What follows belongs to an exercise in optimizing a design on an open flow for small area; a production flow would make more cautious choices. The RTL was checked by simulation tests, not by an equivalence proof against the original design. Power is estimated from default activity; no workload was simulated.

### flow/flow/run.sh
#!/bin/bash
# The standard layout (standard.sh) with these changes:
#  - synthesis: area-oriented ABC script (flow/area.abc, via flow/synth.tcl) and no hard
#    half/full-adder cells (ADDER_MAP_FILE empty), so ABC maps the adders too
#  - every port still gets a buffer, but a sky130_fd_sc_hd__buf_1
#  - CTS: clkbuf_16 leaf buffers driving clusters of up to 25 sinks within 120 um,
#    without dummy loads
# make's full output goes to standard.log; ORFS keeps each step's log under orfs/logs.
set -euo pipefail
W=$PWD
export AREA_ABC_SCRIPT=$W/flow/area.abc
export ADDER_MAP_FILE=
export BUFFER_PORTS_ARGS="-buffer_cell sky130_fd_sc_hd__buf_1"
export CTS_ARGS="-sink_clustering_enable -repair_clock_nets -dont_use_dummy_load -buf_list sky130_fd_sc_hd__clkbuf_16 -sink_clustering_size 25 -sink_clustering_max_diameter 120"
sed "s#SYNTH_SCRIPT=[^ ']*#SYNTH_SCRIPT=$W/flow/synth.tcl#" standard.sh > standard_area.sh
grep -q "SYNTH_SCRIPT=$W/flow/synth.tcl" standard_area.sh
bash standard_area.sh > standard.log 2>&1
### flow/flow/area.abc
strash
ifraig
scorr
dc2
strash
dch -f
map -a
topo
strash
dch -f
amap
topo
### flow/flow/synth.tcl
# The standard flow's synthesis script (synth_recipe.tcl) with one change: ABC maps the logic with
# the area-oriented script in $::env(AREA_ABC_SCRIPT) instead of ORFS's delay-driven one.
# Registers are mapped before ABC runs, so they are the standard synthesis's registers.
proc synth {args} { yosys synth -nofsm -noshare {*}$args }
proc abc {args} {
  set keep {}
  set skip 0
  foreach a $args {
    if {$skip} { set skip 0; continue }
    if {$a eq "-script" || $a eq "-D"} { set skip 1; continue }
    lappend keep $a
  }
  yosys abc -script $::env(AREA_ABC_SCRIPT) {*}$keep
}
source $::env(SCRIPTS_DIR)/synth.tcl
# left out here: clear keep_hierarchy, flatten, clean up, hide names made inside functions, write 1_2_yosys.v
### flow/standard.sh
#!/bin/bash
# synth_recipe.tcl (not shown) runs the flow's synth.tcl, then flattens the netlist and writes it again
# the make line also repeats each setting of config.mk as NAME=value (left out here)
make -C /OpenROAD-flow-scripts/flow DESIGN_CONFIG=/design/flow/config.mk WORK_HOME=/design/flow/orfs CLKGATE_MAP_FILE= SYNTH_SCRIPT=/design/flow/synth_recipe.tcl "${@:-finish}"
### flow/config.mk
export PLATFORM = sky130hd
export DESIGN_NAME = mem_iso_top
export DESIGN_NICKNAME = mem_iso_top
export VERILOG_FILES = /design/flow/design.v
export SDC_FILE = /design/flow/constraint.sdc
export NUM_CORES = 4
export LEC_CHECK = 0
export CAP_MARGIN = 5
export CORE_MARGIN = 2
export CORE_UTILIZATION = 60
export SLEW_MARGIN = 5
### flow/constraint.sdc
create_clock -name core_clock -period 5.5 [get_ports {aclk}]
set_input_delay 1.1000 -clock core_clock [delete_from_list [all_inputs] [get_ports {aclk}]]
set_output_delay 1.1000 -clock core_clock [all_outputs]
set_load 0.01 [all_outputs]
### flow/design.v
`timescale 1ns / 1ps
`default_nettype none
module mem_iso_top
(
    input wire [4:0]                        axi_s_awid,
    input wire [32:0]                       axi_s_awaddr,
    input wire [7:0]                        axi_s_awlen,
    input wire [2:0]                        axi_s_awsize,
    input wire [1:0]                        axi_s_awburst,
    input wire                              axi_s_awvalid,
    output wire                             axi_s_awready,
    input wire [127:0]                      axi_s_wdata,
    input wire [15:0]                       axi_s_wstrb,
    input wire                              axi_s_wlast,
    input wire                              axi_s_wvalid,
    output wire                             axi_s_wready,
    output wire [4:0]                       axi_s_bid,
    output wire [1:0]                       axi_s_bresp,
    output wire                             axi_s_bvalid,
    input wire                              axi_s_bready,
    input wire [4:0]                        axi_s_arid,
    input wire [32:0]                       axi_s_araddr,
    input wire [7:0]                        axi_s_arlen,
    input wire [2:0]                        axi_s_arsize,
    input wire [1:0]                        axi_s_arburst,
    input wire                              axi_s_arvalid,
    output wire                             axi_s_arready,
    output wire [4:0]                       axi_s_rid,
    output wire [127:0]                     axi_s_rdata,
    output wire [1:0]                       axi_s_rresp,
    output wire                             axi_s_rlast,
    output wire                             axi_s_rvalid,
    input wire                              axi_s_rready,
    output wire [4:0]                       axi_m_awid,
    output wire [32:0]                      axi_m_awaddr,
    output wire [7:0]                       axi_m_awlen,
    output wire [2:0]                       axi_m_awsize,
    output wire [1:0]                       axi_m_awburst,
    output wire                             axi_m_awuser,
    output wire                             axi_m_awvalid,
    input wire                              axi_m_awready,
    output wire [127:0]                     axi_m_wdata,
    output wire [15:0]                      axi_m_wstrb,
    output wire                             axi_m_wlast,
    output wire                             axi_m_wvalid,
    input wire                              axi_m_wready,
    input wire [4:0]                        axi_m_bid,
    input wire [1:0]                        axi_m_bresp,
    input wire                              axi_m_bvalid,
    output wire                             axi_m_bready,
    output wire [4:0]                       axi_m_arid,
    output wire [32:0]                      axi_m_araddr,
    output wire [7:0]                       axi_m_arlen,
    output wire [2:0]                       axi_m_arsize,
    output wire [1:0]                       axi_m_arburst,
    output wire                             axi_m_aruser,
    output wire                             axi_m_arvalid,
    input wire                              axi_m_arready,
    input wire [4:0]                        axi_m_rid,
    input wire [127:0]                      axi_m_rdata,
    input wire [1:0]                        axi_m_rresp,
    input wire                              axi_m_rlast,
    input wire                              axi_m_rvalid,
    output wire                             axi_m_rready,
    input wire  [31:0]                      ctrl_awaddr,
    input wire                              ctrl_awvalid,
    output wire                             ctrl_awready,
    input wire  [31:0]                      ctrl_wdata,
    input wire                              ctrl_wvalid,
    output wire                             ctrl_wready,
    output wire [1:0]                       ctrl_bresp,
    output wire                             ctrl_bvalid,
    input wire                              ctrl_bready,
    input wire  [31:0]                      ctrl_araddr,
    input wire                              ctrl_arvalid,
    output wire                             ctrl_arready,
    output wire [31:0]                      ctrl_rdata,
    output wire [1:0]                       ctrl_rresp,
    output wire                             ctrl_rvalid,
    input wire                              ctrl_rready,
    input wire  aclk,
    input wire  aresetn
);
    wire rst = ~aresetn;
    reg         decouple;
    reg         tclear;
    reg [15:0]  aw_init;
    reg [8:0]   aw_upd;
    reg [15:0]  ar_init;
    reg [8:0]   ar_upd;
    reg [4:0]   wtime;
    reg [4:0]   btime;
    reg [4:0]   rtime;
    reg         werr, berr, rerr;
    wire        irq = wtime[4] | btime[4] | rtime[4] | werr | berr | rerr;
    reg         vaw_valid;
    reg [4:0]   vaw_id;
    reg [32:0]  vaw_addr;
    reg [7:0]   vaw_len;
    reg [2:0]   vaw_size;
    reg [1:0]   vaw_burst;
    reg         vw_valid;
    reg [127:0] vw_data;
    reg [15:0]  vw_strb;
    reg         vw_last;
    reg         var_valid;
    reg [4:0]   var_id;
    reg [32:0]  var_addr;
    reg [7:0]   var_len;
    reg [2:0]   var_size;
    reg [1:0]   var_burst;
    reg         saw_v, saw_f, saw_fn;
    reg [50:0]  saw_d0, saw_d1;
    reg         sw_v, sw_f, sw_fn;
    reg [144:0] sw_d0, sw_d1;
    reg         sb_v, sb_f;
    reg [6:0]   sb_d0, sb_d1;
    reg         sar_v, sar_f, sar_fn;
    reg [50:0]  sar_d0, sar_d1;
    reg         sr_v, sr_f, sr_fn;
    reg [135:0] sr_d0, sr_d1;
    wire        sr_out_last;
    reg [3:0]   outst_trans;
    reg [23:0]  aw_tok;
    reg [23:0]  ar_tok;
    reg [3:0]   fifo_wp, fifo_rp;
    wire        fifo_empty = (fifo_wp == fifo_rp);
    wire        fifo_full = (fifo_wp[2:0] == fifo_rp[2:0]) && (fifo_wp[3] != fifo_rp[3]);
    wire [8:0]  aw_lenp1 = {1'b0, vaw_len} + 9'd1;
    wire        aw_throttled = {aw_lenp1, 4'hF} > aw_tok[23:8];
    wire        aw_dec = outst_trans[3] | aw_throttled;
    wire        w_dec = (outst_trans == 4'd0);
    wire [8:0]  ar_lenp1 = {1'b0, var_len} + 9'd1;
    wire        ar_throttled = ar_lenp1 > ar_tok[23:12];
    wire sh_awvalid = vaw_valid & ~aw_dec;
    wire sh_awready = saw_f ? 1'b0 : ~aw_dec;
    wire sh_wvalid  = vw_valid & ~w_dec;
    wire sh_wready  = ~sw_f & ~w_dec;
    wire sh_arvalid = var_valid & ~ar_throttled;
    wire sh_arready = ~sar_f & ~ar_throttled;
    reg         sticky_aw, sticky_ar;
    reg [3:0]   outst_wresp, outst_rresp;
    wire dany = decouple | irq;
    wire vaw_rdy = sh_awready | ~vaw_valid;
    wire v_awready = vaw_rdy & ~fifo_full;
    wire vw_rdy = sh_wready | ~vw_valid;
    wire v_wready = vw_rdy & ~fifo_empty;
    wire var_rdy = sh_arready | ~var_valid;
    wire safe_aw = (dany & ~sticky_aw) | outst_wresp[3];
    wire d_awvalid = ~safe_aw & (axi_s_awvalid | sticky_aw);
    assign axi_s_awready = ~safe_aw & v_awready;
    wire aw_push = d_awvalid & v_awready;
    wire safe_w = dany & fifo_empty;
    wire d_wvalid = ~safe_w & (irq | axi_s_wvalid);
    assign axi_s_wready = ~safe_w & v_wready;
    wire [15:0] d_wstrb = irq ? 16'd0 : axi_s_wstrb;
    wire no_wresp = (outst_wresp == 4'd0);
    wire safe_b = dany & no_wresp;
    assign axi_s_bvalid = ~safe_b & sb_v;
    wire d_bready = ~safe_b & (irq | axi_s_bready);
    wire b_fire = sb_v & d_bready;
    wire safe_ar = (dany & ~sticky_ar) | outst_rresp[3];
    wire d_arvalid = ~safe_ar & (axi_s_arvalid | sticky_ar);
    assign axi_s_arready = ~safe_ar & var_rdy;
    wire no_rresp = (outst_rresp == 4'd0);
    wire safe_r = dany & no_rresp;
    assign axi_s_rvalid = ~safe_r & sr_v;
    wire d_rready = ~safe_r & (irq | axi_s_rready);
    wire r_fire = sr_v & d_rready;
    always @(posedge aclk) begin
        if (rst) sticky_aw <= 1'b0;
        else if (axi_s_awvalid & ~v_awready & ~dany) sticky_aw <= 1'b1;
        else if (v_awready) sticky_aw <= 1'b0;
    end
    always @(posedge aclk) begin
        if (rst) sticky_ar <= 1'b0;
        else if (axi_s_arvalid & ~var_rdy & ~dany) sticky_ar <= 1'b1;
        else if (var_rdy) sticky_ar <= 1'b0;
    end
    wire b_acc = axi_s_bvalid & d_bready;
    always @(posedge aclk) begin
        if (rst) outst_wresp <= 4'd0;
        else if (aw_push & ~b_acc) outst_wresp <= outst_wresp + 4'd1;
        else if (~aw_push & b_acc) outst_wresp <= outst_wresp - 4'd1;
    end
    wire ar_acc = d_arvalid & var_rdy;
    wire rl_acc = axi_s_rvalid & d_rready & sr_out_last;
    always @(posedge aclk) begin
        if (rst) outst_rresp <= 4'd0;
        else if (ar_acc & ~rl_acc) outst_rresp <= outst_rresp + 4'd1;
        else if (~ar_acc & rl_acc) outst_rresp <= outst_rresp - 4'd1;
    end
    wire decouple_done = fifo_empty & no_wresp & no_rresp & ~sticky_aw & ~sticky_ar & decouple;
    wire [4:0] decouple_status = {safe_r, dany & ~sticky_ar, safe_b & safe_aw, safe_w & safe_aw, dany & ~sticky_aw};
    wire [2:0] aw_esize = (axi_s_awsize > 3'd4) ? 3'd4 : axi_s_awsize;
    wire aw_len_ok = (axi_s_awlen == 8'd15) || (axi_s_awlen == 8'd7) || (axi_s_awlen == 8'd3) || (axi_s_awlen == 8'd1);
    wire [1:0] aw_eburst = (axi_s_awburst == 2'b10 && !aw_len_ok) ? 2'b01 : axi_s_awburst;
    wire [3:0] aw_amask = 4'hF << aw_esize;
    wire [32:0] aw_eaddr = (aw_eburst == 2'b10) ? {axi_s_awaddr[32:4], axi_s_awaddr[3:0] & aw_amask} : axi_s_awaddr;
    always @(posedge aclk) begin
        if (vaw_rdy) begin
            vaw_id <= axi_s_awid;
            vaw_addr <= aw_eaddr;
            vaw_len <= axi_s_awlen;
            vaw_size <= aw_esize;
            vaw_burst <= aw_eburst;
        end
    end
    always @(posedge aclk) begin
        if (rst) vaw_valid <= 1'b0;
        else if (aw_push) vaw_valid <= 1'b1;
        else if (sh_awready) vaw_valid <= 1'b0;
    end
    reg [63:0] fifo_mem;
    reg [7:0]  fifo_head;
    always @(*) begin
        case (fifo_rp[2:0])
            3'd0: fifo_head = fifo_mem[7:0];
            3'd1: fifo_head = fifo_mem[15:8];
            3'd2: fifo_head = fifo_mem[23:16];
            3'd3: fifo_head = fifo_mem[31:24];
            3'd4: fifo_head = fifo_mem[39:32];
            3'd5: fifo_head = fifo_mem[47:40];
            3'd6: fifo_head = fifo_mem[55:48];
            default: fifo_head = fifo_mem[63:56];
        endcase
    end
    always @(posedge aclk) begin
        if (aw_push & (fifo_wp[2:0] == 3'd0)) fifo_mem[7:0] <= axi_s_awlen;
        if (aw_push & (fifo_wp[2:0] == 3'd1)) fifo_mem[15:8] <= axi_s_awlen;
        if (aw_push & (fifo_wp[2:0] == 3'd2)) fifo_mem[23:16] <= axi_s_awlen;
        if (aw_push & (fifo_wp[2:0] == 3'd3)) fifo_mem[31:24] <= axi_s_awlen;
        if (aw_push & (fifo_wp[2:0] == 3'd4)) fifo_mem[39:32] <= axi_s_awlen;
        if (aw_push & (fifo_wp[2:0] == 3'd5)) fifo_mem[47:40] <= axi_s_awlen;
        if (aw_push & (fifo_wp[2:0] == 3'd6)) fifo_mem[55:48] <= axi_s_awlen;
        if (aw_push & (fifo_wp[2:0] == 3'd7)) fifo_mem[63:56] <= axi_s_awlen;
    end
    reg [7:0] wcnt;
    wire w_acc = d_wvalid & v_wready;
    wire w_islast = (wcnt == fifo_head);
    wire fifo_pop = w_acc & w_islast;
    always @(posedge aclk) begin
        if (rst) begin
            fifo_wp <= 4'd0;
            fifo_rp <= 4'd0;
        end else begin
            if (aw_push) fifo_wp <= fifo_wp + 4'd1;
            if (fifo_pop) fifo_rp <= fifo_rp + 4'd1;
        end
    end
    always @(posedge aclk) begin
        if (rst) wcnt <= 8'd0;
        else if (w_acc) wcnt <= w_islast ? 8'd0 : wcnt + 8'd1;
    end
    always @(posedge aclk) begin
        if (vw_rdy) begin
            vw_data <= axi_s_wdata;
            vw_strb <= d_wstrb;
            vw_last <= w_islast;
        end
    end
    always @(posedge aclk) begin
        if (rst) vw_valid <= 1'b0;
        else if (w_acc) vw_valid <= 1'b1;
        else if (sh_wready) vw_valid <= 1'b0;
    end
    wire [2:0] ar_esize = (axi_s_arsize > 3'd4) ? 3'd4 : axi_s_arsize;
    wire ar_len_ok = (axi_s_arlen == 8'd15) || (axi_s_arlen == 8'd7) || (axi_s_arlen == 8'd3) || (axi_s_arlen == 8'd1);
    wire [1:0] ar_eburst = (axi_s_arburst == 2'b10 && !ar_len_ok) ? 2'b01 : axi_s_arburst;
    wire [3:0] ar_amask = 4'hF << ar_esize;
    wire [32:0] ar_eaddr = (ar_eburst == 2'b10) ? {axi_s_araddr[32:4], axi_s_araddr[3:0] & ar_amask} : axi_s_araddr;
    always @(posedge aclk) begin
        if (var_rdy) begin
            var_id <= axi_s_arid;
            var_addr <= ar_eaddr;
            var_len <= axi_s_arlen;
            var_size <= ar_esize;
            var_burst <= ar_eburst;
        end
    end
    always @(posedge aclk) begin
        if (rst) var_valid <= 1'b0;
        else if (d_arvalid & var_rdy) var_valid <= 1'b1;
        else if (sh_arready) var_valid <= 1'b0;
    end
    always @(posedge aclk) begin
        if (rst | w_acc | tclear) wtime <= 5'd1;
        else if (v_wready & ~d_wvalid) wtime <= wtime + 5'd1;
    end
    always @(posedge aclk) begin
        if (rst | b_fire | tclear) btime <= 5'd1;
        else if (sb_v & ~d_bready) btime <= btime + 5'd1;
    end
    always @(posedge aclk) begin
        if (rst | r_fire | tclear) rtime <= 5'd1;
        else if (sr_v & ~d_rready) rtime <= rtime + 5'd1;
    end
    always @(posedge aclk) begin
        if (rst | tclear) begin
            werr <= 1'b0;
            berr <= 1'b0;
            rerr <= 1'b0;
        end else begin
            if (wtime[4]) werr <= 1'b1;
            if (btime[4]) berr <= 1'b1;
            if (rtime[4]) rerr <= 1'b1;
        end
    end
    wire aw_acc = vaw_valid & ~saw_f & ~aw_dec;
    wire wl_acc = vw_valid & ~sw_f & vw_last & ~w_dec;
    always @(posedge aclk) begin
        if (rst) outst_trans <= 4'd0;
        else if (aw_acc & ~wl_acc) outst_trans <= outst_trans + 4'd1;
        else if (~aw_acc & wl_acc) outst_trans <= outst_trans - 4'd1;
    end
    reg [3:0] w_add_back, b_add_back, r_add_back;
    always @(posedge aclk) begin
        if (rst | vw_valid) w_add_back <= 4'd15;
        else if (~sw_f & ~w_dec & (w_add_back != 4'd0)) w_add_back <= w_add_back - 4'd1;
    end
    always @(posedge aclk) begin
        if (rst | d_bready) b_add_back <= 4'd15;
        else if (sb_v & (b_add_back != 4'd0)) b_add_back <= b_add_back - 4'd1;
    end
    always @(posedge aclk) begin
        if (rst | d_rready) r_add_back <= 4'd15;
        else if (sr_v & (r_add_back != 4'd0)) r_add_back <= r_add_back - 4'd1;
    end
    wire w_fire = vw_valid & ~sw_f & ~w_dec;
    reg [12:0] aw_sum;
    reg [12:0] ar_sum;
    always @(posedge aclk) begin
        if (rst) begin
            aw_sum <= 13'd0;
            ar_sum <= 13'd0;
        end else begin
            aw_sum <= {({1'b0, w_fire ? w_add_back : 4'd0} + {1'b0, b_fire ? b_add_back : 4'd0} + {4'd0, aw_upd[8]}), aw_upd[7:0]};
            ar_sum <= {({1'b0, r_fire ? r_add_back : 4'd0} + {4'd0, ar_upd[8]}), ar_upd[7:0]};
        end
    end
    wire [8:0]  aw_lo = {1'b0, aw_tok[7:0]} + {1'b0, aw_sum[7:0]};
    wire [16:0] aw_k1 = {12'd0, aw_sum[12:8]} - {4'b0, aw_lenp1, 4'hF};
    wire [16:0] aw_hi0 = {1'b0, aw_tok[23:8]} + {12'd0, aw_sum[12:8]} + {16'd0, aw_lo[8]};
    wire [16:0] aw_hi1 = {1'b0, aw_tok[23:8]} + aw_k1 + {16'd0, aw_lo[8]};
    wire [16:0] aw_hi = aw_acc ? aw_hi1 : aw_hi0;
    wire [24:0] aw_next = {aw_hi, aw_lo[7:0]};
    wire aw_gt_init = {aw_tok[23:8], |aw_tok[7:0]} > {aw_init, 1'b0};
    always @(posedge aclk) begin
        if (rst) aw_tok <= 24'd0;
        else if (~saw_f & aw_gt_init & ~vaw_valid & w_dec) aw_tok <= {aw_init, 8'd0};
        else if (aw_next[24]) aw_tok <= 24'hFFFFFF;
        else aw_tok <= aw_next[23:0];
    end
    wire ar_acc_s = var_valid & ~sar_f & ~ar_throttled;
    wire [12:0] ar_lo = {1'b0, ar_tok[11:0]} + {1'b0, ar_sum[11:0]};
    wire [12:0] ar_k1 = {12'd0, ar_sum[12]} - {4'b0, ar_lenp1};
    wire [12:0] ar_hi0 = {1'b0, ar_tok[23:12]} + {12'd0, ar_sum[12]} + {12'd0, ar_lo[12]};
    wire [12:0] ar_hi1 = {1'b0, ar_tok[23:12]} + ar_k1 + {12'd0, ar_lo[12]};
    wire [12:0] ar_hi = ar_acc_s ? ar_hi1 : ar_hi0;
    wire [24:0] ar_next = {ar_hi, ar_lo[11:0]};
    wire ar_gt_init = {ar_tok[23:8], |ar_tok[7:0]} > {ar_init, 1'b0};
    always @(posedge aclk) begin
        if (rst) ar_tok <= 24'd0;
        else if (~sar_f & ar_gt_init & ~var_valid) ar_tok <= {ar_init, 8'd0};
        else if (ar_next[24]) ar_tok <= 24'hFFFFFF;
        else ar_tok <= ar_next[23:0];
    end
    always @(posedge aclk) begin
        if (rst) begin
            saw_v <= 1'b0;
            saw_f <= 1'b0;
            saw_fn <= 1'b1;
        end else begin
            saw_v <= (sh_awvalid & ~saw_f) | saw_f | (saw_v & ~axi_m_awready);
            saw_f <= ~axi_m_awready & (saw_f | (saw_v & sh_awvalid));
            saw_fn <= ~(~axi_m_awready & (saw_f | (saw_v & sh_awvalid)));
        end
    end
    always @(posedge aclk) begin
        if (sh_awvalid & saw_fn) saw_d0 <= {vaw_id, vaw_addr, vaw_len, vaw_size, vaw_burst};
        saw_d1 <= {axi_m_awid, axi_m_awaddr, axi_m_awlen, axi_m_awsize, axi_m_awburst};
    end
    assign {axi_m_awid, axi_m_awaddr, axi_m_awlen, axi_m_awsize, axi_m_awburst} = (saw_d1 & {51{saw_f}}) | (saw_d0 & {51{saw_fn}});
    assign axi_m_awvalid = saw_v;
    reg [7:0] awx_win;
    reg       awx_hi;
    always @(*) begin
        case (axi_m_awsize)
            3'd0: begin awx_win = axi_m_awaddr[7:0];  awx_hi = &axi_m_awaddr[11:8]; end
            3'd1: begin awx_win = axi_m_awaddr[8:1];  awx_hi = &axi_m_awaddr[11:9]; end
            3'd2: begin awx_win = axi_m_awaddr[9:2];  awx_hi = &axi_m_awaddr[11:10]; end
            3'd3: begin awx_win = axi_m_awaddr[10:3]; awx_hi = axi_m_awaddr[11]; end
            default: begin awx_win = axi_m_awaddr[11:4]; awx_hi = 1'b1; end
        endcase
    end
    wire [8:0] awx_sum = {1'b0, axi_m_awlen} + {1'b0, awx_win};
    assign axi_m_awuser = (axi_m_awburst == 2'b01) && awx_hi && awx_sum[8];
    always @(posedge aclk) begin
        if (rst) begin
            sw_v <= 1'b0;
            sw_f <= 1'b0;
            sw_fn <= 1'b1;
        end else begin
            sw_v <= (sh_wvalid & ~sw_f) | sw_f | (sw_v & ~axi_m_wready);
            sw_f <= ~axi_m_wready & (sw_f | (sw_v & sh_wvalid));
            sw_fn <= ~(~axi_m_wready & (sw_f | (sw_v & sh_wvalid)));
        end
    end
    always @(posedge aclk) begin
        if (sh_wvalid & sw_fn) sw_d0 <= {vw_data, vw_strb, vw_last};
        sw_d1 <= {axi_m_wdata, axi_m_wstrb, axi_m_wlast};
    end
    assign {axi_m_wdata, axi_m_wstrb, axi_m_wlast} = (sw_d1 & {145{sw_f}}) | (sw_d0 & {145{sw_fn}});
    assign axi_m_wvalid = sw_v;
    always @(posedge aclk) begin
        if (rst) begin
            sb_v <= 1'b0;
            sb_f <= 1'b0;
        end else begin
            sb_v <= (axi_m_bvalid & ~sb_f) | sb_f | (sb_v & ~d_bready);
            sb_f <= ~d_bready & (sb_f | (sb_v & axi_m_bvalid));
        end
    end
    always @(posedge aclk) begin
        if (axi_m_bvalid & ~sb_f) sb_d0 <= {axi_m_bid, axi_m_bresp};
        if (~sb_f) sb_d1 <= sb_d0;
    end
    assign axi_m_bready = ~sb_f;
    assign {axi_s_bid, axi_s_bresp} = sb_f ? sb_d1 : sb_d0;
    always @(posedge aclk) begin
        if (rst) begin
            sar_v <= 1'b0;
            sar_f <= 1'b0;
            sar_fn <= 1'b1;
        end else begin
            sar_v <= (sh_arvalid & ~sar_f) | sar_f | (sar_v & ~axi_m_arready);
            sar_f <= ~axi_m_arready & (sar_f | (sar_v & sh_arvalid));
            sar_fn <= ~(~axi_m_arready & (sar_f | (sar_v & sh_arvalid)));
        end
    end
    always @(posedge aclk) begin
        if (sh_arvalid & sar_fn) sar_d0 <= {var_id, var_addr, var_len, var_size, var_burst};
        sar_d1 <= {axi_m_arid, axi_m_araddr, axi_m_arlen, axi_m_arsize, axi_m_arburst};
    end
    assign {axi_m_arid, axi_m_araddr, axi_m_arlen, axi_m_arsize, axi_m_arburst} = (sar_d1 & {51{sar_f}}) | (sar_d0 & {51{sar_fn}});
    assign axi_m_arvalid = sar_v;
    reg [7:0] arx_win;
    reg       arx_hi;
    always @(*) begin
        case (axi_m_arsize)
            3'd0: begin arx_win = axi_m_araddr[7:0];  arx_hi = &axi_m_araddr[11:8]; end
            3'd1: begin arx_win = axi_m_araddr[8:1];  arx_hi = &axi_m_araddr[11:9]; end
            3'd2: begin arx_win = axi_m_araddr[9:2];  arx_hi = &axi_m_araddr[11:10]; end
            3'd3: begin arx_win = axi_m_araddr[10:3]; arx_hi = axi_m_araddr[11]; end
            default: begin arx_win = axi_m_araddr[11:4]; arx_hi = 1'b1; end
        endcase
    end
    wire [8:0] arx_sum = {1'b0, axi_m_arlen} + {1'b0, arx_win};
    assign axi_m_aruser = (axi_m_arburst == 2'b01) && arx_hi && arx_sum[8];
    always @(posedge aclk) begin
        if (rst) begin
            sr_v <= 1'b0;
            sr_f <= 1'b0;
            sr_fn <= 1'b1;
        end else begin
            sr_v <= (axi_m_rvalid & ~sr_f) | sr_f | (sr_v & ~d_rready);
            sr_f <= ~d_rready & (sr_f | (sr_v & axi_m_rvalid));
            sr_fn <= ~(~d_rready & (sr_f | (sr_v & axi_m_rvalid)));
        end
    end
    always @(posedge aclk) begin
        if (axi_m_rvalid & sr_fn) sr_d0 <= {axi_m_rid, axi_m_rdata, axi_m_rresp, axi_m_rlast};
        sr_d1 <= {axi_s_rid, axi_s_rdata, axi_s_rresp, sr_out_last};
    end
    assign axi_m_rready = ~sr_f;
    assign {axi_s_rid, axi_s_rdata, axi_s_rresp, sr_out_last} = (sr_d1 & {136{sr_f}}) | (sr_d0 & {136{sr_fn}});
    assign axi_s_rlast = sr_out_last;
    reg         c_wrdy;      
    reg [2:0]   c_widx;      
    reg         c_bvalid;
    reg         c_arrdy;
    reg [2:0]   c_ridx;      
    reg         c_rvalid;
    reg [15:0]  c_rdata;
    wire c_wstart = ~c_wrdy & ctrl_awvalid & ctrl_wvalid;
    wire c_wren = c_wrdy & ctrl_awvalid & ctrl_wvalid;
    wire c_rstart = ~c_arrdy & ctrl_arvalid;
    wire c_rden = c_arrdy & ctrl_arvalid & ~c_rvalid;
    always @(posedge aclk) begin
        if (rst) c_wrdy <= 1'b0;
        else c_wrdy <= c_wstart;
    end
    always @(posedge aclk) begin
        if (c_wstart) c_widx <= (ctrl_awaddr[11:5] == 7'd0) ? ctrl_awaddr[4:2] : 3'd7;
    end
    always @(posedge aclk) begin
        if (rst) c_bvalid <= 1'b0;
        else if (c_wren & ~c_bvalid) c_bvalid <= 1'b1;
        else if (ctrl_bready) c_bvalid <= 1'b0;
    end
    always @(posedge aclk) begin
        if (rst) c_arrdy <= 1'b0;
        else c_arrdy <= c_rstart;
    end
    always @(posedge aclk) begin
        if (c_rstart) c_ridx <= (ctrl_araddr[11:5] == 7'd0) ? ctrl_araddr[4:2] : 3'd7;
    end
    always @(posedge aclk) begin
        if (rst) c_rvalid <= 1'b0;
        else if (c_rden) c_rvalid <= 1'b1;
        else if (ctrl_rready) c_rvalid <= 1'b0;
    end
    reg [15:0] c_rsel;
    always @(*) begin
        case (c_ridx)
            3'd0: c_rsel = {9'd0, decouple_status, decouple_done, decouple};
            3'd1: c_rsel = {11'd0, rerr, berr, werr, irq, tclear};
            3'd2: c_rsel = aw_init;
            3'd3: c_rsel = {7'd0, aw_upd};
            3'd4: c_rsel = ar_init;
            3'd5: c_rsel = {7'd0, ar_upd};
            default: c_rsel = 16'd0;
        endcase
    end
    always @(posedge aclk) begin
        if (c_rden) c_rdata <= c_rsel;
    end
    always @(posedge aclk) begin
        tclear <= ~rst & c_wren & (c_widx == 3'd1) & ctrl_wdata[0];
    end
    always @(posedge aclk) begin
        if (rst) begin
            decouple <= 1'b0;
            aw_init <= 16'd0;
            aw_upd <= 9'd0;
            ar_init <= 16'd0;
            ar_upd <= 9'd0;
        end else if (c_wren) begin
            if (c_widx == 3'd0) decouple <= ctrl_wdata[0];
            if (c_widx == 3'd2) aw_init <= ctrl_wdata[15:0];
            if (c_widx == 3'd3) aw_upd <= ctrl_wdata[8:0];
            if (c_widx == 3'd4) ar_init <= ctrl_wdata[15:0];
            if (c_widx == 3'd5) ar_upd <= ctrl_wdata[8:0];
        end
    end
    assign ctrl_awready = c_wrdy;
    assign ctrl_wready = c_wrdy;
    assign ctrl_bresp = 2'b00;
    assign ctrl_bvalid = c_bvalid;
    assign ctrl_arready = c_arrdy;
    assign ctrl_rdata = {16'd0, c_rdata};
    assign ctrl_rresp = 2'b00;
    assign ctrl_rvalid = c_rvalid;
endmodule
`default_nettype wire
==> reports/results.txt, run 1 <==
final core utilization = 0.696
Worst path max stage delay = 0.42 ns
area leader, netlist = edfxtp_1
Setup CP Type = flip-flop to output pin
Num CTS Buffers = 58
count of hold buffers inserted by post-cts repair = 0
Num Clock Sinks = 1320
Mapped Area = 45600 um^2
Syn Area/Cell = 13.4 um^2
Seq cells post-synth = 1320
mux share of post-synthesis cell area = 0
Max Slew Vio Count = 0
top-area cell type share of the netlist area = 0.476
# nets final = 4915
Seq/Total Area, Yosys = 0.738
Worst-Skew Late Latency = 0.65 ns
Critical path buffers and inverters = 2
drt drc = 0
Tot GR Track Use = 0.282
Max-slew headroom = 0.280
max_cap viols = 0
most instantiated cells after synthesis = edfxtp_1 (723), dfxtp_1 (597), nor2_1 (365), a22o_1 (351), clkinv_1 (272)
pwr dens = 402 nW/um^2
share of layout cells above drive strength 1 = 0.0535
largest family of logic cells by synthesized area = compound AO/OA/AOI/OAI gates
total gr overflow = 0
Post-Synth Adder-Cell Area = 0
CP arrival = 4.08 ns
core footprint = 75600 um^2
Post-Synth XOR/XNOR Area = 0
# IOs = 946
crit-path cells = clkinv_1 -> nor4_1 -> a21oi_1 -> a221oi_1 -> a2111oi_2 -> a211oi_1 -> a221oi_1 -> nor2_1 -> a221oi_1 -> a31oi_1 -> o21a_1 -> a21oi_1 -> nor4b_2 -> or2_4 -> o21ai_4 -> o21ai_2 -> nor3_2 -> clkbuf_2
placer's final routability congestion estimate = 0.884
wire length per cell = 21.1 um
most frequent CP cell = a221oi_1
Mapped Cells = 3405
critical path's slowest cell = nor4_1
startpoint types = flip-flop
TritonCTS clock tree = built
via count = 30600
CTS clk-pin slew, worst paths = 0.10 ns
hpwl dp = 83200 um
antenna viol nets, final = 0
Lkg Pwr = 19.0 nW
Area contributors post-synth = edfxtp_1 (48%), dfxtp_1 (26%), a22o_1 (6.7%), nor2_1 (3.0%), clkinv_1 (2.2%)
asr flop ratio synth = 0
Final Skew = 0.0215 ns
Final Cycle Share = 0.943
Top delay family on crit path = compound AO/OA/AOI/OAI gates
CTS Buffer Depth = 3
Vias per Instance = 5.66
Filler Cell Count = 5706
final setup vio count = 0
H-Tree Depth = 2
DRT iter0 DRCs = 1986
actual slew at the worst max-slew pin = 1.08 ns
Synth Area in Compound Gates = 0.167
Area Growth Syn to Fin = 15.4%
ys flop type = edfxtp_1
Synth Area in Simple Gates = 0.0686
CP Capture Type = output pin
worst-path fanout max = 6
EDFF count, synth = 723
PortBufs = 864
fin crit period = 5.18 ns
Hold Vio Cnt, Final = 0
vias in the first global route = 28800
row count = 101
synth warn = 1
Initial Utilization = 0.603
first-pass GRT wire length = 170000 um
CTS root buf = clkbuf_16
synth unique cells = 49
die width = 280 um
most common cell in the netlist = edfxtp_1
Critical Path RT = 4.40 ns
1st-pass router iterations = 6
worst vdd ir = 0.327 mV
Highest Clock Rate = 193 MHz
pre-CTS setup slack = -0.322 ns
largest net degree at the start of global routing = 137
Die ar. = 78200 um^2
min-delay worst type = flip-flop to flip-flop
unrepaired setup endpoints after global routing = true
status = no timing/DRC/antenna violations
initial antenna violation count = 32
die height = 280 um
WL final = 114000 um
Worst Slack Setup Final = 0.315 ns
[logic make-up (layout without fill, tap and decap cells)]
kind of cell / count (synthesis) / after routing
other: 1 / 43
flip-flops: 1320 / 1320
buffers and inverters: 295 / 1281
AND/OR/NAND/NOR: 715 / 715
AO/OA/AOI/OAI: 1074 / 1074
[flip-flops by register name (all words and copies together), names as in the netlist, 16 cells and up]
signal and cells:
ar_init 16, ar_tok 24, aw_init 16, aw_tok 24
c_rdata 16, fifo_mem 64, sar_d0 51, sar_d1 51
saw_d0 51, saw_d1 51, sr_d0 136, sr_d1 136
sw_d0 145, sw_d1 145, var_addr 33, vaw_addr 33
vw_data 128, vw_strb 16
[final cells by class]
class | instances | area [um^2] | area share
Antenna cell | 23 | 57.6 | 0.00109
Clock buffer | 58 | 1450 | 0.0276
Inverter | 272 | 1030 | 0.0196
Multi-Input combinational cell | 1809 | 11200 | 0.213
Sequential cell | 1320 | 33700 | 0.641
Tap cell | 978 | 1220 | 0.0233
Timing Repair Buffer | 950 | 3930 | 0.0748
Timing Repair inverter | 1 | 7.51 | 0.000143
[final timing paths]
| check | startpoint | end | slack [ns] | depth (start not counted) |
|---|---|---|---|---|
| setup reg to reg | aw_tok[0] | aw_tok[8] | 0.33 | 37 |
| hold reg to reg | var_addr[26] | sar_d0[39] | 0.41 | 0 |
| setup / recovery | aw_tok[10] | axi_s_awready | 0.32 | 18 |
| hold / removal | var_addr[26] | sar_d0[39] | 0.41 | 0 |
[routing by layer]
| layer | up-vias | global-route usage | wire length, um |
|---|---|---|---|
| met1 | 14500 | 0.357 | 45500 |
| met5 | - | 0 | 93 |
| met2 | 984 | 0.468 | 56000 |
| met3 | 198 | 0.0722 | 8960 |
| met4 | 16 | 0.107 | 3910 |
| li1 | 14900 | - | - |
[report_power, final]
part	switching (mW)	internal, mW	total, mW
clock network	2.80	1.88	4.68
registers	0.495	11.9	12.3
logic	2.68	1.44	4.12
total	5.97	15.2	21.1
[repair_timing]
item / CTS / global route
resized for setup: 15 / 83
setup buffers: 2 / 9
pin swaps: 5 / 34
gates cloned: 1 / 0
setup endpoints to repair: 27 / 110
[placed cells by master (no fill, tap or decap), drive strengths merged, types with 18 or more instances in the layout]
cell type	count
buf	948
edfxtp	723
dfxtp	597
nor2	365
a22o	351
clkinv	266
o21ai	200
a21oi	159
nand2	134
o22ai	94
nor3	68
clkbuf	60
a211oi	59
a22oi	55
nor2b	44
o21a	31
a221oi	27
nand3	25
diode	23
and2	22
conb	20
nor4	19
o221ai	18
[metrics by stage]
step / cells / cell area [um^2] / power (mW) / hold WS, ns / TNS (ns)
6_report: 5411 / 52600 / 21.1 / 0.406 / 0
5_1_grt: 5409 / 52600 / 22.1 / 0.414 / -0.787
4_1_cts: 5379 / 52200 / 21.1 / 0.408 / 0
3_5_place_dp: 5318 / 50700 / 16.5 / 0.405 / -4.53
3_3_place_gp: 5318 / 50700 / 16.4 / 0.400 / -1.01
2_1_floorplan: 3424 / 45700 / 15.0 / 0.400 / 0
==> run 2: changes to the inputs <==
--- a/flow/flow/run.sh
+++ b/flow/flow/run.sh
@@ -12,5 +12,5 @@
 export ADDER_MAP_FILE=
 export BUFFER_PORTS_ARGS="-buffer_cell sky130_fd_sc_hd__buf_1"
-export CTS_ARGS="-sink_clustering_enable -repair_clock_nets -dont_use_dummy_load -buf_list sky130_fd_sc_hd__clkbuf_16 -sink_clustering_size 25 -sink_clustering_max_diameter 120"
+export CTS_ARGS="-sink_clustering_enable -repair_clock_nets -dont_use_dummy_load -buf_list sky130_fd_sc_hd__clkbuf_8 -root_buf sky130_fd_sc_hd__clkbuf_16 -sink_clustering_size 16 -sink_clustering_max_diameter 80"
 sed "s#SYNTH_SCRIPT=[^ ']*#SYNTH_SCRIPT=$W/flow/synth.tcl#" standard.sh > standard_area.sh
 grep -q "SYNTH_SCRIPT=$W/flow/synth.tcl" standard_area.sh
--- a/flow/config.mk
+++ b/flow/config.mk
@@ -6,6 +6,6 @@
 export NUM_CORES = 4
 export LEC_CHECK = 0
-export CAP_MARGIN = 5
+export CAP_MARGIN = 20
 export CORE_MARGIN = 2
 export CORE_UTILIZATION = 60
-export SLEW_MARGIN = 5
+export SLEW_MARGIN = 20
==> run 2 against run 1 <==
Largest cell class unchanged. Sequential cell count unchanged. Sequential power about the same. First-iteration DRC count down 0.55%.
==> reports/results.txt, run 2 <==
largest family of logic cells by synthesized area = compound AO/OA/AOI/OAI gates
die width = 280 um (unchanged)
# nets final = 4949 (+0.69%)
Syn Area/Cell = 13.4 um^2 (unchanged)
area leader, netlist = edfxtp_1
Mapped Area = 45600 um^2 (unchanged)
Post-Route Setup TNS = 0 ns (unchanged)
unrepaired setup endpoints after global routing = true
core footprint = 75600 um^2 (unchanged)
Initial Utilization = 0.603 (unchanged)
count of hold buffers inserted by post-cts repair = 0 (unchanged)
Critical path buffers and inverters = 2 (unchanged)
Post-Synth Adder-Cell Area = 0 (unchanged)
wire length per cell = 21.2 um (+0.32%)
H-Tree Depth = 3 (+1)
die height = 280 um (unchanged)
most common cell in the netlist = edfxtp_1
fin crit period = 5.16 ns (-0.0267 ns)
CTS Buffer Depth = 3 (unchanged)
# IOs = 946 (unchanged)
most common cell after layout, fill and taps aside = buf_1
Top Registers = sw_d0: 145 flops, sw_d1: 145 flops
worst-path fanout max = 6 (unchanged)
Max Slew Vio Count = 0 (unchanged)
vias in the first global route = 29100 (+0.89%)
Die ar. = 78200 um^2 (unchanged)
share of layout cells above drive strength 1 = 0.0596 (+0.00612)
crit-path cells = clkinv_1 -> nor4_1 -> a21oi_1 -> a221oi_1 -> a2111oi_2 -> a211oi_1 -> a221oi_1 -> nor2_1 -> a221oi_1 -> a31oi_1 -> o21a_1 -> a21oi_1 -> nor4b_2 -> or2_4 -> o21ai_4 -> o21ai_2 -> nor3_2 -> clkbuf_2
min-delay worst type = flip-flop to flip-flop
CTS root buf = clkbuf_16
asr flop ratio synth = 0 (unchanged)
actual slew at the worst max-slew pin = 1.09 ns (+0.00554 ns)
antenna viol nets, final = 0 (unchanged)
1st-pass router iterations = 5 (-1)
CP arrival = 4.06 ns (-0.02 ns)
via count = 30800 (+0.60%)
most instantiated cells after synthesis = edfxtp_1 (723), dfxtp_1 (597), nor2_1 (365), a22o_1 (351), clkinv_1 (272)
Lkg Pwr = 19.1 nW (about the same)
Seq/Total Area, Yosys = 0.738 (unchanged)
Seq cells post-synth = 1320 (unchanged)
initial antenna violation count = 35 (+9.4%)
Final Cycle Share = 0.938 (-0.00485)
EDFF count, synth = 723 (unchanged)
largest net degree at the start of global routing = 137 (unchanged)
PortBufs = 864 (unchanged)
Setup CP Type = flip-flop to output pin
synth warn = 1 (unchanged)
minimum hold slack = 0.389 ns (-0.0168 ns)
CTS clk-pin slew, worst paths = 0.10 ns (about the same)
DP Area = 50700 um^2 (unchanged)
Mapped Cells = 3405 (unchanged)
Synth Area in Compound Gates = 0.167 (unchanged)
Filler Cell Count = 5702 (-0.070%)
Final Instance Area = 52500 um^2 (-0.19%)
critical path's slowest cell = nor4_1
row count = 101 (unchanged)
top-area cell type share of the netlist area = 0.476 (unchanged)
placer's final routability congestion estimate = 0.884 (unchanged)
first-pass GRT wire length = 171000 um (+0.70%)
drt drc = 0 (unchanged)
Hold Vio Cnt, Final = 0 (unchanged)
Area Growth Syn to Fin = 15.2%
Critical Path RT = 4.40 ns (about the same)
Post-Synth XOR/XNOR Area = 0 (unchanged)
max_cap viols = 0 (unchanged)
Num CTS Buffers = 92 (+59%)
most frequent CP cell = a221oi_1
commonest non-fill, non-tap cells in the layout = buf_1 (862), edfxtp_1 (723), dfxtp_1 (584)
CP Capture Type = output pin
status = no timing/DRC/antenna violations
ys flop type = edfxtp_1
Worst path max stage delay = 0.43 ns (about the same)
synth unique cells = 49 (unchanged)
TritonCTS clock tree = built
Highest Clock Rate = 194 MHz (+0.52%)
Synth Area in Simple Gates = 0.0686 (unchanged)
WL final = 116000 um (+1.0%)
pwr dens = 400 nW/um^2 (-0.60%)
startpoint types = flip-flop
Num Clock Sinks = 1320 (unchanged)
hpwl dp = 83200 um (unchanged)
Final Skew = 0.0437 ns (+0.0222 ns)
flop2flop setup slack = 0.34 ns (about the same)
worst vdd ir = 0.265 mV (-19%)
Top delay family on crit path = compound AO/OA/AOI/OAI gates
Worst-Skew Late Latency = 0.64 ns (about the same)
Max-slew headroom = 0.276 (-0.00369)
Area contributors post-synth = edfxtp_1 (48%), dfxtp_1 (26%), a22o_1 (6.7%), nor2_1 (3.0%), clkinv_1 (2.2%)
total gr overflow = 0 (unchanged)
mux share of post-synthesis cell area = 0 (unchanged)
Vias per Instance = 5.65 (about the same)
DRT iter0 DRCs = 1975 (-0.55%)
Tot GR Track Use = 0.285 (+0.00313)
final setup vio count = 0 (unchanged)
## run 2: metal layers
metal	up-vias	GRT usage	wire, um
li1	14900	-	-
met1	14700	0.360	45800
met2	977	0.465	56000
met3	237	0.0789	9080
met4	16	0.119	4600
met5	-	0	93
## run 2: cell type report
| cell class | count | area, um^2 | share of cell area |
|---|---|---|---|
| timing repair buffer | 950 | 3930 | 0.0749 |
| antenna | 26 | 65.1 | 0.00124 |
| multi-input combinational | 1809 | 11200 | 0.213 |
| clock buffer | 92 | 1370 | 0.0261 |
| timing repair inverter | 1 | 6.26 | 0.000119 |
| sequential | 1320 | 33700 | 0.642 |
| inverter | 272 | 1030 | 0.0196 |
| tap | 978 | 1220 | 0.0233 |
## run 2: path summary, 6_finish.rpt
kind | from | to | depth (start not counted)
setup reg to reg | aw_tok[0] | aw_tok[8] | 37
hold / removal | vw_data[29] | sw_d0[46] | 0
hold reg to reg | vw_data[29] | sw_d0[46] | 0
setup / recovery | aw_tok[10] | axi_s_awready | 18
## run 2: metrics by stage
stage | util | setup slack, ns | total power, mW | std cells
4_1_cts | 0.689 | 0.0180 | 20.9 | 5413
5_1_grt | 0.695 | -0.0439 | 21.9 | 5446
3_3_place_gp | 0.671 | -0.117 | 16.4 | 5318
3_5_place_dp | 0.671 | -0.322 | 16.5 | 5318
2_1_floorplan | - | 0.000779 | 15.0 | 3424
6_report | 0.695 | 0.342 | 21.0 | 5448
## run 2: timing repair
item | in CTS | in global routing
resized for setup | 14 | 79
gates cloned | 1 | 0
pin swaps | 4 | 31
endpoints found under the setup margin | 27 | 111
setup buffers | 2 | 10
## run 2: cell families (layout without fill, tap and decap cells)
group                  after synthesis  in the layout
flip-flops                        1320           1320
other                                1             46
buffers and inverters              295           1315
AO/OA/AOI/OAI                     1074           1074
AND/OR/NAND/NOR                    715            715
## run 2: power by group
group	internal, mW	switching (mW)	leakage [nW]	total, mW
Combinational	1.44	2.67	6.35	4.11
Sequential	11.9	0.495	12.0	12.3
Clock	1.66	2.86	0.708	4.52
==> run 3: changes to the inputs <==
--- a/flow/flow/run.sh
+++ b/flow/flow/run.sh
@@ -12,5 +12,5 @@
 export ADDER_MAP_FILE=
 export BUFFER_PORTS_ARGS="-buffer_cell sky130_fd_sc_hd__buf_1"
-export CTS_ARGS="-sink_clustering_enable -repair_clock_nets -dont_use_dummy_load -buf_list sky130_fd_sc_hd__clkbuf_8 -root_buf sky130_fd_sc_hd__clkbuf_16 -sink_clustering_size 16 -sink_clustering_max_diameter 80"
+export CTS_ARGS="-sink_clustering_enable -repair_clock_nets -dont_use_dummy_load -buf_list sky130_fd_sc_hd__clkbuf_16 -sink_clustering_size 28 -sink_clustering_max_diameter 135"
 sed "s#SYNTH_SCRIPT=[^ ']*#SYNTH_SCRIPT=$W/flow/synth.tcl#" standard.sh > standard_area.sh
 grep -q "SYNTH_SCRIPT=$W/flow/synth.tcl" standard_area.sh
==> run 3 against run 2 <==
Still clean on timing, DRC and antenna. Utilization fell by 0.051 points. Area after synthesis unchanged. Combinational power barely moved. Die area is the same. Routed wire length fell by 0.95%. Worst setup slack got worse by 0.0091 ns. Global-route usage is 0.27 points lower. Clock power about the same. Final cell count decreased by 0.68%. Largest power group unchanged.
==> reports/results.txt, run 3 <==
status = no timing/DRC/antenna violations
vias in the first global route = 28800 (-0.96%)
hold path depth = 0 (unchanged)
share of layout cells above drive strength 1 = 0.0513 (-0.00833)
crit-path cells = clkinv_1 -> nor4_1 -> a21oi_1 -> a221oi_1 -> a2111oi_2 -> a211oi_1 -> a221oi_1 -> nor2_1 -> a221oi_1 -> a31oi_1 -> o21a_1 -> a21oi_1 -> nor4b_2 -> or2_4 -> o21ai_4 -> o21ai_2 -> nor3_2 -> clkbuf_2
Lkg Pwr = 19.0 nW (-0.40%)
WP depth = 18 (unchanged)
worst vdd ir = 0.308 mV (+16%)
placer's final routability congestion estimate = 0.884 (unchanged)
Initial Utilization = 0.603 (unchanged)
Max Slew Vio Count = 0 (unchanged)
unrepaired setup endpoints after global routing = true
most common cell after layout, fill and taps aside = buf_1
CTS clk-pin slew, worst paths = 0.11 ns (about the same)
ys flop type = edfxtp_1
antenna viol nets, final = 0 (unchanged)
H-Tree Depth = 2 (-1)
worst-path fanout max = 6 (unchanged)
CTS Buffer Depth = 3 (unchanged)
Critical Path RT = 4.40 ns (about the same)
Die ar. = 78200 um^2 (unchanged)
1st-pass router iterations = 7 (+2)
Area contributors post-synth = edfxtp_1 (48%), dfxtp_1 (26%), a22o_1 (6.7%), nor2_1 (3.0%), clkinv_1 (2.2%)
Filler Cell Count = 5714 (+0.21%)
Syn Area/Cell = 13.4 um^2 (unchanged)
CP arrival = 4.07 ns (about the same)
CTS root buf = clkbuf_16
Top delay family on crit path = compound AO/OA/AOI/OAI gates
die width = 280 um (unchanged)
synth unique cells = 49 (unchanged)
count of hold buffers inserted by post-cts repair = 0 (unchanged)
total gr overflow = 0 (unchanged)
Tot GR Track Use = 0.282 (-0.00268)
startpoint types = flip-flop
Non-Filler Instances = 5411 (-0.68%)
Final Instance Area = 52500 um^2 (about the same)
pwr dens = 399 nW/um^2 (about the same)
asr flop ratio synth = 0 (unchanged)
actual slew at the worst max-slew pin = 1.08 ns (-0.0100 ns)
Mapped Cells = 3405 (unchanged)
initial antenna violation count = 37 (+5.7%)
Final Cycle Share = 0.939 (+0.00166)
commonest non-fill, non-tap cells in the layout = buf_1 (862), edfxtp_1 (723), dfxtp_1 (583)
Seq/Total Area, Yosys = 0.738 (unchanged)
# IOs = 946 (unchanged)
PortBufs = 864 (unchanged)
synth warn = 1 (unchanged)
Setup CP Type = flip-flop to output pin
Final Skew = 0.0567 ns (+0.0130 ns)
max_cap viols = 0 (unchanged)
most frequent CP cell = a221oi_1
wire length per cell = 21.2 um (-0.28%)
Worst Slack Setup Final = 0.333 ns (-0.00910 ns)
DRT iter0 DRCs = 2228 (+13%)
EDFF count, synth = 723 (unchanged)
top-area cell type share of the netlist area = 0.476 (unchanged)
hpwl dp = 83200 um (unchanged)
Vias per Instance = 5.68 (+0.47%)
Critical path buffers and inverters = 2 (unchanged)
R2R depth = 38 (+2.7%)
Mapped Area = 45600 um^2 (unchanged)
FF/Latch Area = 33700 um^2 (about the same)
pre-CTS setup slack = -0.322 ns (unchanged)
via count = 30700 (-0.21%)
TritonCTS clock tree = built
# nets final = 4910 (-0.79%)
Seq cells post-synth = 1320 (unchanged)
most common cell in the netlist = edfxtp_1
Num CTS Buffers = 53 (-42%)
core footprint = 75600 um^2 (unchanged)
fin crit period = 5.17 ns (+0.00910 ns)
WL final = 114000 um (-0.95%)
Highest Clock Rate = 194 MHz (-0.18%)
area of the multi-input gates = 11200 um^2 (about the same)
area leader, netlist = edfxtp_1
Num Clock Sinks = 1320 (unchanged)
critical path's slowest cell = dfxtp_1
Worst-Skew Late Latency = 0.63 ns (about the same)
final setup vio count = 0 (unchanged)
Post-Place Cells = 5318 (unchanged)
Hold Vio Cnt, Final = 0 (unchanged)
Area Growth Syn to Fin = 15.1% (about the same)
min-delay worst type = flip-flop to flip-flop
Top Registers = sw_d0: 145 flops, sw_d1: 145 flops
most instantiated cells after synthesis = edfxtp_1 (723), dfxtp_1 (597), nor2_1 (365), a22o_1 (351), clkinv_1 (272)
drt drc = 0 (unchanged)
row count = 101 (unchanged)
largest net degree at the start of global routing = 137 (unchanged)
DP Area = 50700 um^2 (unchanged)
first-pass GRT wire length = 170000 um (-0.60%)
die height = 280 um (unchanged)
CP Capture Type = output pin
Worst path max stage delay = 0.42 ns (about the same)
Max-slew headroom = 0.283 (+0.00668)
==> run 3: final cells by class <==
type                       count  area share
sequential                  1320       0.642
multi-input combinational   1809       0.213
timing repair buffer         950      0.0750
clock buffer                  53      0.0253
tap                          978      0.0233
inverter                     272      0.0197
antenna                       28     0.00134
timing repair inverter         1    0.000143
==> run 3: kinds of logic after synthesis <==
group / share of synthesized area
other cells: 0.0000823
compound gates: 0.167
flops: 0.738
simple gates: 0.0686
buf+inv: 0.0260
==> run 3: path summary, 6_finish.rpt <==
path / slack (ns) / end / startpoint
setup reg to reg: 0.34 / aw_tok[10] / aw_tok[0]
hold / removal: 0.41 / sw_d0[105] / vw_data[88]
hold reg to reg: 0.41 / sw_d0[105] / vw_data[88]
setup / recovery: 0.33 / axi_s_awready / aw_tok[10]
==> run 3: layer usage <==
metal | GRT usage | up-vias | wire length, um
met5 | 0 | - | 93
met4 | 0.108 | 16 | 3950
met3 | 0.0741 | 193 | 9270
met2 | 0.467 | 1027 | 56000
met1 | 0.358 | 14600 | 45200
li1 | - | 14900 | -
==> run 3: power breakdown <==
| group | total, mW | internal (mW) | switching (mW) |
|---|---|---|---|
| clock | 4.50 | 1.73 | 2.77 |
| sequential | 12.3 | 11.9 | 0.495 |
| combinational | 4.10 | 1.43 | 2.66 |
| total | 20.9 | 15.0 | 5.93 |
==> run 3: stage by stage <==
stage          TNS (ns)  power, mW  utilization  hold slack (ns)
2_1_floorplan         0       15.0            -            0.400
3_3_place_gp      -1.01       16.4        0.671            0.400
3_5_place_dp      -4.53       16.5        0.671            0.405
4_1_cts               0       20.9        0.689            0.400
5_1_grt          -0.545       21.9        0.694            0.418
6_report              0       20.9        0.694            0.408
==> run 3: worst reg2reg max path: cells and delay by family (launching register included) <==
family | cells | cell delay [ns]
buffers and inverters | 2 | 0.19
AND/OR/NAND/NOR | 19 | 2.33
flip-flops | 1 | 0.36
AO/OA/AOI/OAI | 17 | 2.21
==> run 3: what timing repair did <==
| item | in CTS | in global routing |
|---|---|---|
| gates resized for setup | 16 | 77 |
| gates cloned | 1 | 0 |
| pin swaps | 4 | 32 |
| setup endpoints to repair | 27 | 96 |
| buffers inserted | 2 | 9 |
==> run 4: changes to the inputs <==
--- a/flow/config.mk
+++ b/flow/config.mk
@@ -7,5 +7,6 @@
 export LEC_CHECK = 0
 export CAP_MARGIN = 20
+export CORE_ASPECT_RATIO = 0.5
 export CORE_MARGIN = 2
-export CORE_UTILIZATION = 60
+export CORE_UTILIZATION = 70
 export SLEW_MARGIN = 20
==> run 4 against run 3 <==
Now fails the layout checks on setup timing. Largest power group unchanged. Critical endpoint is now aw_tok[10]. Critical path depth grew 20. Non-clock buffer count grew 14. Largest cell class unchanged. Final cell count fell by 1.7%. Clock power is essentially flat. Total power up 1.2%. Count of clock-buffer cells in the layout is the same. Fmax fell by 6.3%. Sequential power about the same. Critical path type is now flip-flop to flip-flop.
==> reports/results.txt, run 4 <==
worst vdd ir = 0.313 mV (+1.7%)
worst min-delay path startpoint = vw_data[96]
Post-Synth Adder-Cell Area = 0 (unchanged)
Highest Clock Rate = 181 MHz (-6.3%)
# IOs = 946 (unchanged)
initial antenna violation count = 17 (-54%)
Num CTS Buffers = 53 (unchanged)
synth warn = 1 (unchanged)
mux share of post-synthesis cell area = 0 (unchanged)
Non-Filler Instances = 5317 (-1.7%)
1st-pass router iterations = 6 (-1)
actual slew at the worst max-slew pin = 1.13 ns (+0.0562 ns)
Seq/Total Area, Yosys = 0.738 (unchanged)
share of total power in sequential cells = 0.584 (-0.006)
minimum hold slack = 0.411 ns (+0.00328 ns)
core footprint = 64700 um^2 (-14%)
# nets final = 4924 (+0.29%)
pre-CTS setup slack = -0.450 ns (-0.128 ns)
largest net degree at the start of global routing = 97 (-29%)
H-Tree Depth = 2 (unchanged)
max_cap viols = 0 (unchanged)
Synth Area in Simple Gates = 0.0686 (unchanged)
worst-path fanout max = 6 (unchanged)
largest family of logic cells by synthesized area = compound AO/OA/AOI/OAI gates
Worst Setup SP = aw_sum[0]
Die ar. = 67300 um^2 (-14%)
hpwl dp = 77800 um (-6.5%)
Post-Synth XOR/XNOR Area = 0 (unchanged)
vias in the first global route = 30100 (+4.7%)
total gr overflow = 0 (unchanged)
Area contributors post-synth = edfxtp_1 (48%), dfxtp_1 (26%), a22o_1 (6.7%), nor2_1 (3.0%), clkinv_1 (2.2%)
Initial Utilization = 0.705 (+0.102)
Post-Route Setup TNS = -0.0136 ns (-0.0136 ns)
Critical Path RT = 6.04 ns (+1.64 ns)
Mapped Area = 45600 um^2 (unchanged)
Vias per Instance = 6.00 (+5.6%)
share of layout cells above drive strength 1 = 0.0618 (+0.0105)
fin crit period = 5.51 ns (+0.347 ns)
Syn Area/Cell = 13.4 um^2 (unchanged)
antenna viol nets, final = 0 (unchanged)
final setup vio count = 1 (+1)
Psw = 6.08 mW (+2.6%)
Hold Vio Cnt, Final = 0 (unchanged)
Num Clock Sinks = 1320 (unchanged)
Final Cycle Share = 1.00 (+0.0630)
most common cell after layout, fill and taps aside = buf_1
Post-Place Cells = 5210 (-2.0%)
Clock power frac = 0.212 (-0.003)
Comb pwr share = 0.203 (+0.007)
Worst-Skew Late Latency = 0.64 ns (about the same)
Synth Area in Compound Gates = 0.167 (unchanged)
DP Area = 50500 um^2 (-0.37%)
critical path's slowest cell = dfxtp_2
Tot GR Track Use = 0.317 (+0.0345)
drt drc = 0 (unchanged)
asr flop ratio synth = 0 (unchanged)
final core utilization = 0.814 (+0.120)
pwr dens = 403 nW/um^2 (+0.85%)
Setup CP Type = flip-flop to flip-flop
Area Growth Syn to Fin = 15.5%
area leader, netlist = edfxtp_1
Sw Ratio = 0.287 (+0.00393)
row count = 66 (-35%)
PortBufs = 864 (unchanged)
commonest non-fill, non-tap cells in the layout = buf_1 (863), edfxtp_1 (723), dfxtp_1 (586)
most instantiated cells after synthesis = edfxtp_1 (723), dfxtp_1 (597), nor2_1 (365), a22o_1 (351), clkinv_1 (272)
unrepaired setup endpoints after global routing = true
EDFF count, synth = 723 (unchanged)
via count = 31900 (+3.8%)
top-area cell type share of the netlist area = 0.476 (unchanged)
first-pass GRT wire length = 165000 um (-2.5%)
Seq cells post-synth = 1320 (unchanged)
WL final = 113000 um (-1.6%)
CP arrival = 6.06 ns (+1.99 ns)
Final Skew = 0.0608 ns (+0.00410 ns)
ys flop type = edfxtp_1
wire length per cell = 21.2 um (+0.17%)
CTS root buf = clkbuf_16
Final Instance Area = 52600 um^2 (+0.34%)
Internal Power = 15.1 mW (+0.64%)
DRT iter0 DRCs = 3008 (+35%)
Mapped Cells = 3405 (unchanged)
Max-slew headroom = 0.245 (-0.0375)
startpoint types = flip-flop
Top Registers = sw_d0: 145 flops, sw_d1: 145 flops
Worst path max stage delay = 0.35 ns (-0.07 ns)
min-delay worst type = flip-flop to flip-flop
placer's final routability congestion estimate = 0.929 (+5.0%)
CP Capture Type = flip-flop
total power = 21.2 mW (+1.2%)
Filler Cell Count = 3746 (-34%)
CTS clk-pin slew, worst paths = 0.11 ns (about the same)
Max Slew Vio Count = 0 (unchanged)
Lkg Pwr = 19.1 nW (+0.75%)
Worst Slack Setup Final = -0.0136 ns (-0.347 ns)
r2r startpoint = aw_sum[0]
die width = 365 um (+30%)
Failing Checks = setup timing
CTS Buffer Depth = 3 (unchanged)
status = failed layout checks
most common cell in the netlist = edfxtp_1
TritonCTS clock tree = built
synth unique cells = 49 (unchanged)
die height = 184 um (-34%)
[run 4: cell counts after synthesis]
Identical to the previous run, type by type.
[run 4: repair_timing]
action	in CTS	in global routing
pin swaps	14	54
setup buffers	29	15
setup endpoints to repair	38	123
hold buffers	0	0
cloned	1	0
gates resized for setup	25	112
hold endpoints to repair	0	0
[run 4: power by group through the flow]
stage / clock network (mW) / logic, mW / registers (mW)
2_1_floorplan: 0 / 2.54 / 12.4
4_1_cts: 4.54 / 3.97 / 12.4
3_5_place_dp: 0 / 3.82 / 12.6
5_1_grt: 4.86 / 4.70 / 12.5
3_3_place_gp: 0 / 3.67 / 12.5
6_report: 4.50 / 4.31 / 12.4
[run 4: worst max-delay path, delay by kind of cell (launching register included)]
family | cells | cell delay [ns]
compound gates | 17 | 2.42
simple gates | 19 | 2.42
flops | 1 | 0.35
buf+inv | 2 | 0.25
[run 4: cell type report]
cell class | count | area [um^2] | area share
sequential | 1320 | 33700 | 0.640
multi-input combinational | 1809 | 11400 | 0.216
timing repair buffer | 964 | 4060 | 0.0772
clock buffer | 53 | 1330 | 0.0252
tap | 884 | 1110 | 0.0210
inverter | 272 | 1030 | 0.0196
antenna | 14 | 35.0 | 0.000666
timing repair inverter | 1 | 8.76 | 0.000166
[run 4: final timing paths]
| path | slack (ns) | cells after the start | end |
|---|---|---|---|
| setup / recovery | -0.01 | 38 | aw_tok[10] |
| setup reg to reg | -0.01 | 38 | aw_tok[10] |
| hold reg to reg | 0.41 | 0 | sw_d0[113] |
| hold / removal | 0.41 | 0 | sw_d0[113] |
[run 4: cell families (layout without fill, tap and decap cells)]
group	count (synthesis)	after routing
and+or+nand+nor	715	715
buffers and inverters	295	1290
AOI/OAI and AO/OA	1074	1074
other	1	34
DFF	1320	1320
[run 4: metal layers]
| metal | up-vias | global-route usage | wire length, um |
|---|---|---|---|
| met5 | - | 0 | 67 |
| met3 | 300 | 0.0667 | 8930 |
| met4 | 10 | 0.128 | 4760 |
| met1 | 15300 | 0.384 | 41000 |
| li1 | 14900 | - | - |
| met2 | 1364 | 0.557 | 57900 |

afterwards: timing with drivers on the ports:
The results above use ideal ports. As a check the final layouts listed here were re-extracted and re-timed, cells and wires unchanged.
Step 1, drivers: a clkbuf_16 drives aclk and a buf_2 each remaining input, both assumed.
Step 2, shift: input delay + t, output delay - t, t = (earliest + latest rising clock arrival at the registers) / 2. This alone moves slack from input paths to output paths.
Slacks: ideal ports / drivers / drivers and shift; pairs: ideal ports / drivers.
run	t (ns)	slack for setup (ns)	worst hold slack (ns)	cell pins on the clock port's net
run 1	0.709	0.315 / 0.246 / 0.330	0.406 / 0.406 / 0.406	1
run 2	0.685	0.342 / 0.271 / 0.344	0.389 / 0.389 / 0.389	1
run 3	0.679	0.333 / 0.264 / 0.339	0.408 / 0.408 / 0.408	1
run 4	0.679	-0.014 / -0.014 / -0.014	0.411 / 0.411 / 0.411	1
